This is an optimization exercise on Yosys and OpenROAD, whose aim is small area, not a production implementation.
At most, simulation tests tie the RTL to the original design; equivalence was not proved.
Power is estimated from default activity; no workload was simulated.

==> run Z: inputs <==
==> flow/design.v (excerpt) <==
module alu (
	input			i_clk,
	input			i_rst_n,
	input			i_valid,
	input	signed	[7:0]	i_data_a,
	input	signed	[7:0]	i_data_b,
	input		[2:0]	i_inst,
	output			o_valid,
	output		[7:0]	o_data
);
export LEC_CHECK = 0
export CAP_MARGIN = 20
export CORE_MARGIN = 2
export CORE_UTILIZATION = 40
export GPL_TIMING_DRIVEN = 0
export SETUP_SLACK_MARGIN = 0.2
export SLEW_MARGIN = 20
create_clock -name core_clock -period 7.0 [get_ports {i_clk}]
standard.sh (not shown) runs the stock make flow with config.mk's settings and CLKGATE_MAP_FILE= SYNTH_SCRIPT=/design/flow/synth_recipe.tcl, a recipe that flattens the netlist after the stock synthesis.
==> flow/flow/run.sh <==
#!/bin/bash
set -euo pipefail
W=$PWD
export FLOW_WORK=$W
export FLOW_ABC_SCRIPTS="$W/flow/abc/a1.abc $W/flow/abc/a2.abc $W/flow/abc/a3.abc $W/flow/abc/a4.abc $W/flow/abc/a5.abc"
LIB=$FLOW_HOME/platforms/sky130hd/lib/sky130_fd_sc_hd__tt_025C_1v80.lib

# impl.v must do what design.v does: prove it before laying it out
cat > equiv.ys <<EOY
read_liberty -ignore_miss_func $LIB
read_verilog -sv $W/design.v
rename alu gold
read_verilog -sv $W/flow/impl.v
proc; flatten; opt_clean
rename alu gate
miter -equiv -flatten -make_assert gold gate miter
hierarchy -top miter
flatten; async2sync; opt -fast
sat -verify -prove-asserts -set-init-zero -seq 2 -show-inputs miter
EOY
yosys -l equiv.log -q -s equiv.ys > /dev/null

MK=(make -C "$FLOW_HOME" DESIGN_CONFIG="$W/config.mk" WORK_HOME="$W/orfs"
    CLKGATE_MAP_FILE= SYNTH_SCRIPT="$W/flow/synth.tcl"
    VERILOG_FILES="$W/flow/impl.v" ADDER_MAP_FILE=
    "BUFFER_PORTS_ARGS=-buffer_cell sky130_fd_sc_hd__buf_1" SKIP_INCREMENTAL_REPAIR=1
    "CTS_ARGS=-sink_clustering_enable -repair_clock_nets -dont_use_dummy_load -buf_list sky130_fd_sc_hd__clkbuf_2 -root_buf sky130_fd_sc_hd__clkbuf_4")
if ! "${MK[@]}" synth > make_synth.log 2>&1; then
  # an ABC script can abort on some inputs: retry with the scripts that do not use &deepsyn
  rm -rf "$W/orfs/results" "$W/orfs/logs" "$W/orfs/reports" "$W/orfs/objects"
  export FLOW_ABC_SCRIPTS="$W/flow/abc/a2.abc $W/flow/abc/a3.abc"
  "${MK[@]}" synth > make_synth_retry.log 2>&1
fi
"${MK[@]}" finish > make_finish.log 2>&1
R=$W/orfs/results/sky130hd/alu/base
: # left out here: write the final layout as DEF
Other scripts of this flow, unchanged in this note and not shown: flow/flow/abc/a1.abc, flow/flow/abc/a2.abc, flow/flow/abc/a3.abc, flow/flow/abc/a4.abc, flow/flow/abc/a5.abc, flow/flow/impl.v, flow/flow/synth.tcl
==> run X (differences from run Z) <==
--- a/flow/flow/run.sh
+++ b/flow/flow/run.sh
@@ -23,7 +23,7 @@
 MK=(make -C "$FLOW_HOME" DESIGN_CONFIG="$W/config.mk" WORK_HOME="$W/orfs"
     CLKGATE_MAP_FILE= SYNTH_SCRIPT="$W/flow/synth.tcl"
     VERILOG_FILES="$W/flow/impl.v" ADDER_MAP_FILE=
-    "BUFFER_PORTS_ARGS=-buffer_cell sky130_fd_sc_hd__buf_1" SKIP_INCREMENTAL_REPAIR=1
+    "BUFFER_PORTS_ARGS=-buffer_cell sky130_fd_sc_hd__buf_1"
     "CTS_ARGS=-sink_clustering_enable -repair_clock_nets -dont_use_dummy_load -buf_list sky130_fd_sc_hd__clkbuf_2 -root_buf sky130_fd_sc_hd__clkbuf_4")
 if ! "${MK[@]}" synth > make_synth.log 2>&1; then
   # an ABC script can abort on some inputs: retry with the scripts that do not use &deepsyn
SETUP_SLACK_MARGIN = default   (was 0.2)
==> comparison table <==
|  | run Z | run X |
|---|---|---|
| Wire length of the first global-routing pass | 12.5 mm | 12.4 mm |
| Final setup slack of the worst path | 0.269 ns | 0.519 ns |
| Seq pwr share | 0.147 | 0.146 |
| Final cell count without fillers | 448 | 452 |
| Final #Nets | 421 | 425 |
| Finished layout cell area | 2550 um2 | 2590 um2 |
| Share of the core filled with cells in the final layout | 0.468 | 0.476 |
| Maximum clock frequency | 149 MHz | 154 MHz |
| Overall Global Routing Usage | 0.255 | 0.252 |
| Portion of the clock cycle consumed by the worst path in the final layout | 0.962 | 0.926 |
| Switching share of power | 0.537 | 0.535 |
| Area occupied by multi-input gates | 2010 um2 | 2020 um2 |
| Net Sw Power | 0.000242 W | 0.000244 W |
| Number of setup buffers added after CTS | 1 | 0 |
| Post-Route WL | 7.55 mm | 7.49 mm |
| Wire length per cell after detailed routing | 16.8 um | 16.6 um |
| Fraction of area in non-clock buffers | 0.0541 | 0.0642 |
| Via count | 2818 | 2822 |
| Global Route met1 Usage | 0.339 | 0.340 |
| Detail Route met3 WL | 417 um | 418 um |
| Ratio of routed vias to standard cells | 6.29 | 6.24 |
| Filler cell count | 595 | 585 |
| Min Hold Slack | 0.865 ns | 0.864 ns |
| Peak VDD IR | 0.0843 mV | 0.0867 mV |
| Routed wire length on met2 | 3.58 mm | 3.48 mm |
| Outcome | no timing/DRC/antenna violations | no timing/DRC/antenna violations |
| Post-cts resize count | 28 | 21 |

========
==> run M: inputs <==
==> flow/design.v <==
module alu #(
	parameter INT_W =3,
	parameter FRAC_W = 5,
	parameter INST_W = 3,
	parameter DATA_W = INT_W + FRAC_W
)(
	input 				i_clk,
	input 				i_rst_n,
	input				i_valid,
	input signed	[DATA_W-1:0]	i_data_a,
	input signed	[DATA_W-1:0]	i_data_b,
	input		[INST_W-1:0]	i_inst,
	output				o_valid,
	output		[DATA_W-1:0] 	o_data
);
localparam ADD = 3'b000;
localparam SUB = 3'b001;
localparam MULTI = 3'b010;
localparam NAND = 3'b011;
localparam XNOR = 3'b100;
localparam SIGMOID = 3'b101;
localparam R_CIRCULAR_SHIFT = 3'b110;
localparam MIN = 3'b111;
localparam ROUND_DOWN = 1'b0;
localparam ROUND = 1'b1;
reg [DATA_W:0]	o_data_w, o_data_r;
reg	   	o_valid_w, o_valid_r;
assign o_valid = o_valid_r;
assign o_data = o_data_r;
always@(*) begin
	o_data_w = o_data_r;
	if(i_valid) begin
		case(i_inst)
			ADD: 
				o_data_w = arithmetic(i_data_a, i_data_b, ADD);
			SUB: 
				o_data_w = arithmetic(i_data_a, i_data_b, SUB);
			MULTI: 
				o_data_w = multi(i_data_a, i_data_b, ROUND);
			NAND: 
				o_data_w = ~(i_data_a & i_data_b);
			XNOR:
				o_data_w = ~(i_data_a ^ i_data_b);
			SIGMOID: 
				o_data_w = sigmoid(i_data_a);
			R_CIRCULAR_SHIFT: 
				o_data_w = rotate_R(i_data_a, i_data_b);
			MIN: 
				o_data_w = (i_data_a < i_data_b) ? i_data_a : i_data_b;
		endcase
		o_valid_w = 1'b1;
	end
	else
		o_valid_w = 1'b0;
end
always@(posedge i_clk or negedge i_rst_n) begin
	if(!i_rst_n) begin
		o_data_r <= 0;
		o_valid_r <= 0;
	end else begin
		o_data_r <= o_data_w;
		o_valid_r <= o_valid_w;
	end
end
function [DATA_W-1:0] arithmetic;
	input signed [DATA_W-1:0] 	i_data_a, i_data_b;
	input 				minus;
	reg   	     [DATA_W:0]		temp;
	begin
		if (minus)
			temp = i_data_a - i_data_b;
		else
			temp = i_data_a + i_data_b;
		arithmetic = (temp[DATA_W:DATA_W-1] == 2'b00 || temp[DATA_W:DATA_W-1] == 2'b11) ? temp[DATA_W-1:0] : {temp[DATA_W],{(DATA_W-1){!temp[DATA_W]}}};
	end
endfunction
function [DATA_W-1:0] multi;
	input signed [DATA_W-1:0] 	i_data_a, i_data_b;
	input 				round;
	reg				carry;
	reg				ovf;
	reg   	     [DATA_W-1:0]	temp;
	reg   signed [2*DATA_W-1:0] 	result; 
	begin
		result = i_data_a * i_data_b;
		ovf = (|result[2*DATA_W-1:DATA_W+FRAC_W-1]) && !(&result[2*DATA_W-1:DATA_W+FRAC_W-1]);
		if (round) begin
			carry = result[DATA_W*2-1] ? (result[FRAC_W-1] & (|result[FRAC_W-2:0])) : result[FRAC_W-1];
			temp = result[DATA_W+FRAC_W-1:FRAC_W] + carry;
			multi = (!ovf && !(!result[DATA_W*2-1] && temp[DATA_W-1])) ? 
				temp : {result[DATA_W*2-1],{(DATA_W-1){!result[DATA_W*2-1]}}};
		end
		else
			multi = !ovf ? 
				result[DATA_W+FRAC_W-1:FRAC_W]  : {result[DATA_W*2-1],{(DATA_W-1){!result[DATA_W*2-1]}}};
	end
endfunction
function [DATA_W-1:0] sigmoid;
	input signed [DATA_W-1:0]  	i_data_a;
	begin
		if (!i_data_a[DATA_W-1] && i_data_a >= 8'b01000000)
			sigmoid = 8'b00100000;
		else if (i_data_a[DATA_W-1] && (i_data_a[DATA_W-2:0] <= 7'b1000000))
			sigmoid = 8'b00000000;
		else
			sigmoid = multi(8'b00001000 , (i_data_a-8'b11000000), ROUND_DOWN);
	end
endfunction
function [DATA_W-1:0] rotate_R;
	input 	[DATA_W-1:0] 	i_data_a, i_data_b;
	reg 	[2:0] 		shift;
	begin
		shift = i_data_b[2:0];
		rotate_R = ({i_data_a, i_data_a} >> shift);
	end
endfunction
endmodule
==> flow/run.sh <==
#!/bin/bash
# synth_recipe.tcl (not shown) runs the flow's synth.tcl, then flattens the netlist and writes it again
# the make line also repeats each setting of config.mk as NAME=value (left out here)
make -C /OpenROAD-flow-scripts/flow DESIGN_CONFIG=/design/flow/config.mk WORK_HOME=/design/flow/orfs CLKGATE_MAP_FILE= SYNTH_SCRIPT=/design/flow/synth_recipe.tcl finish
==> flow/config.mk <==
export PLATFORM = sky130hd
export DESIGN_NAME = alu
export DESIGN_NICKNAME = alu
export VERILOG_FILES = /design/flow/design.v
export SDC_FILE = /design/flow/constraint.sdc
export NUM_CORES = 8
export LEC_CHECK = 0
export CAP_MARGIN = 20
export CORE_MARGIN = 2
export CORE_UTILIZATION = 40
export SLEW_MARGIN = 20
==> flow/constraint.sdc <==
create_clock -name core_clock -period 7.0 [get_ports {i_clk}]
set_input_delay 1.4000 -clock core_clock [delete_from_list [all_inputs] [get_ports {i_clk}]]
set_output_delay 1.4000 -clock core_clock [all_outputs]
set_load 0.01 [all_outputs]
==> inputs of run G, as changes to run M <==
==> flow/design.v (replaced) <==
module alu (
	input			i_clk,
	input			i_rst_n,
	input			i_valid,
	input	signed	[7:0]	i_data_a,
	input	signed	[7:0]	i_data_b,
	input		[2:0]	i_inst,
	output			o_valid,
	output		[7:0]	o_data
);
reg		o_valid_r;
reg	[7:0]	o_data_r;
reg	[7:0]	res;
assign o_valid = o_valid_r;
assign o_data  = o_data_r;
wire [7:0] a = i_data_a;
wire [7:0] b = i_data_b;
wire       sub = i_inst[0];
wire [8:0] s   = {a[7], a} + ({b[7], b} ^ {9{sub}}) + sub;
wire [7:0] as_res = (s[8] ^ s[7]) ? {s[8], {7{~s[8]}}} : s[7:0];
wire [7:0] min_res = s[8] ? a : b;
wire signed [15:0] prod = $signed(a) * $signed(b);
wire [15:0] pr = prod + 16'd15 + {15'd0, ~(a[7] ^ b[7])};
wire       movf = !((pr[15:12] == 4'b0000) || (pr[15:12] == 4'b1111));
wire [7:0] mul_res = movf ? {pr[15], {7{~pr[15]}}} : pr[12:5];
wire       sg_hi  = ~a[7] & a[6];
wire       sg_mid = ~(a[7] ^ a[6]);
wire [7:0] sig_res = {2'b00, sg_hi, sg_mid & ~a[6], a[5:2] & {4{sg_mid}}};
wire [15:0] rr = {a, a} >> b[2:0];
wire [7:0] ror_res = rr[7:0];
always @(*) begin
	case (i_inst)
		3'd0, 3'd1: res = as_res;
		3'd2: res = mul_res;
		3'd3: res = ~(a & b);
		3'd4: res = ~(a ^ b);
		3'd5: res = sig_res;
		3'd6: res = ror_res;
		default: res = min_res;
	endcase
end
always @(posedge i_clk or negedge i_rst_n) begin
	if (!i_rst_n)
		o_valid_r <= 1'b0;
	else
		o_valid_r <= i_valid;
end
always @(posedge i_clk)
	o_data_r <= res;
endmodule
--- a/flow/config.mk
+++ b/flow/config.mk
@@ -6,6 +6,7 @@
 export NUM_CORES = 8
 export LEC_CHECK = 0
+export ABC_AREA = 1
 export CAP_MARGIN = 20
 export CORE_MARGIN = 2
-export CORE_UTILIZATION = 40
+export CORE_UTILIZATION = 55
 export SLEW_MARGIN = 20
==> qor summary <==
Worst path setup slack after routing: run G 0.6394 ns; run M 0.3033 ns
Status: run G complete, no violations; run M complete, no violations
Buffering overhead: run G 7.591%; run M 15.28%
Fraction of the mapped netlist area in simple logic gates: run G 26.58%; run M 17.80%
Area of the multi-input gates: run G 0.003601 mm2; run M 0.004373 mm2
Number of different library cells in the post-synthesis netlist: run G 40; run M 74
Clock tree cell share of total cell area: run G 0.8931%; run M 1.260%
Y dimension of the die: run G 95.11 um; run M 116.0 um
Met3 wire length: run G 563 um; run M 795 um
Worst setup timing slack at the placement stage: run G 0.4342 ns; run M -0.4304 ns
Initial core utilization: run G 56.13%; run M 41.45%
Number of instances in the synthesized netlist: run G 698; run M 616
Net count after synthesis: run G 824; run M 743
CP Capture Point: run G o_data_r[1]; run M o_data_r[6]
Die area: run G 0.009046 mm2; run M 0.01346 mm2
Dominant cell by count in the synthesized netlist: run G sky130_fd_sc_hd__nand2_1; run M sky130_fd_sc_hd__inv_1
Met3 demand-to-capacity share in global routing: run G 1.581%; run M 3.556%
Largest net degree at the start of global routing: run G 17; run M 24
Sequential element share of the synthesized area: run G 4.056%; run M 4.487%
Transition time of the tightest slew-check pin: run G 0.7753 ns; run M 0.7813 ns
Share of the final layout cell area in multi-input gates: run G 71.40%; run M 69.90%
For run G, only the layout was checked, not whether the RTL still works.

[separate check: timing with driven ports]
How much do the figures lean on ideal ports? The routed layouts below were timed once more, with nothing changed but the port constraints. Step 1: set_driving_cell puts a clkbuf_16 on i_clk and a buf_2 on each other input, an assumption about the parent block. Step 2 adds t to the input delays and takes it off the output delays; t is the mean of the earliest and latest rising clock arrival at the registers after step 1. Input paths then give back, and output paths get back, about the clock's delay inside the block. a / b / c = ideal ports / drivers / drivers and shift; a / b = the first two.
| run | t (ns) | slack for setup (ns) | clock arrival spread, ns |
|---|---|---|---|
| run Z | 0.294 | 0.269 / 0.265 / -0.029 | 0.011 / 0.010 |
| run X | 0.300 | 0.519 / 0.516 / 0.216 | 0.009 / 0.008 |
| run M | 0.262 | 0.303 / 0.313 / 0.051 | 0.004 / 0.003 |
| run G | 0.257 | 0.639 / 0.642 / 0.385 | 0.009 / 0.009 |
Met with ideal ports but missed after step 2: setup timing in run Z. For run X, which loses most, drivers alone change the setup slack by -0.003 ns; drivers and shift together by -0.303 ns.
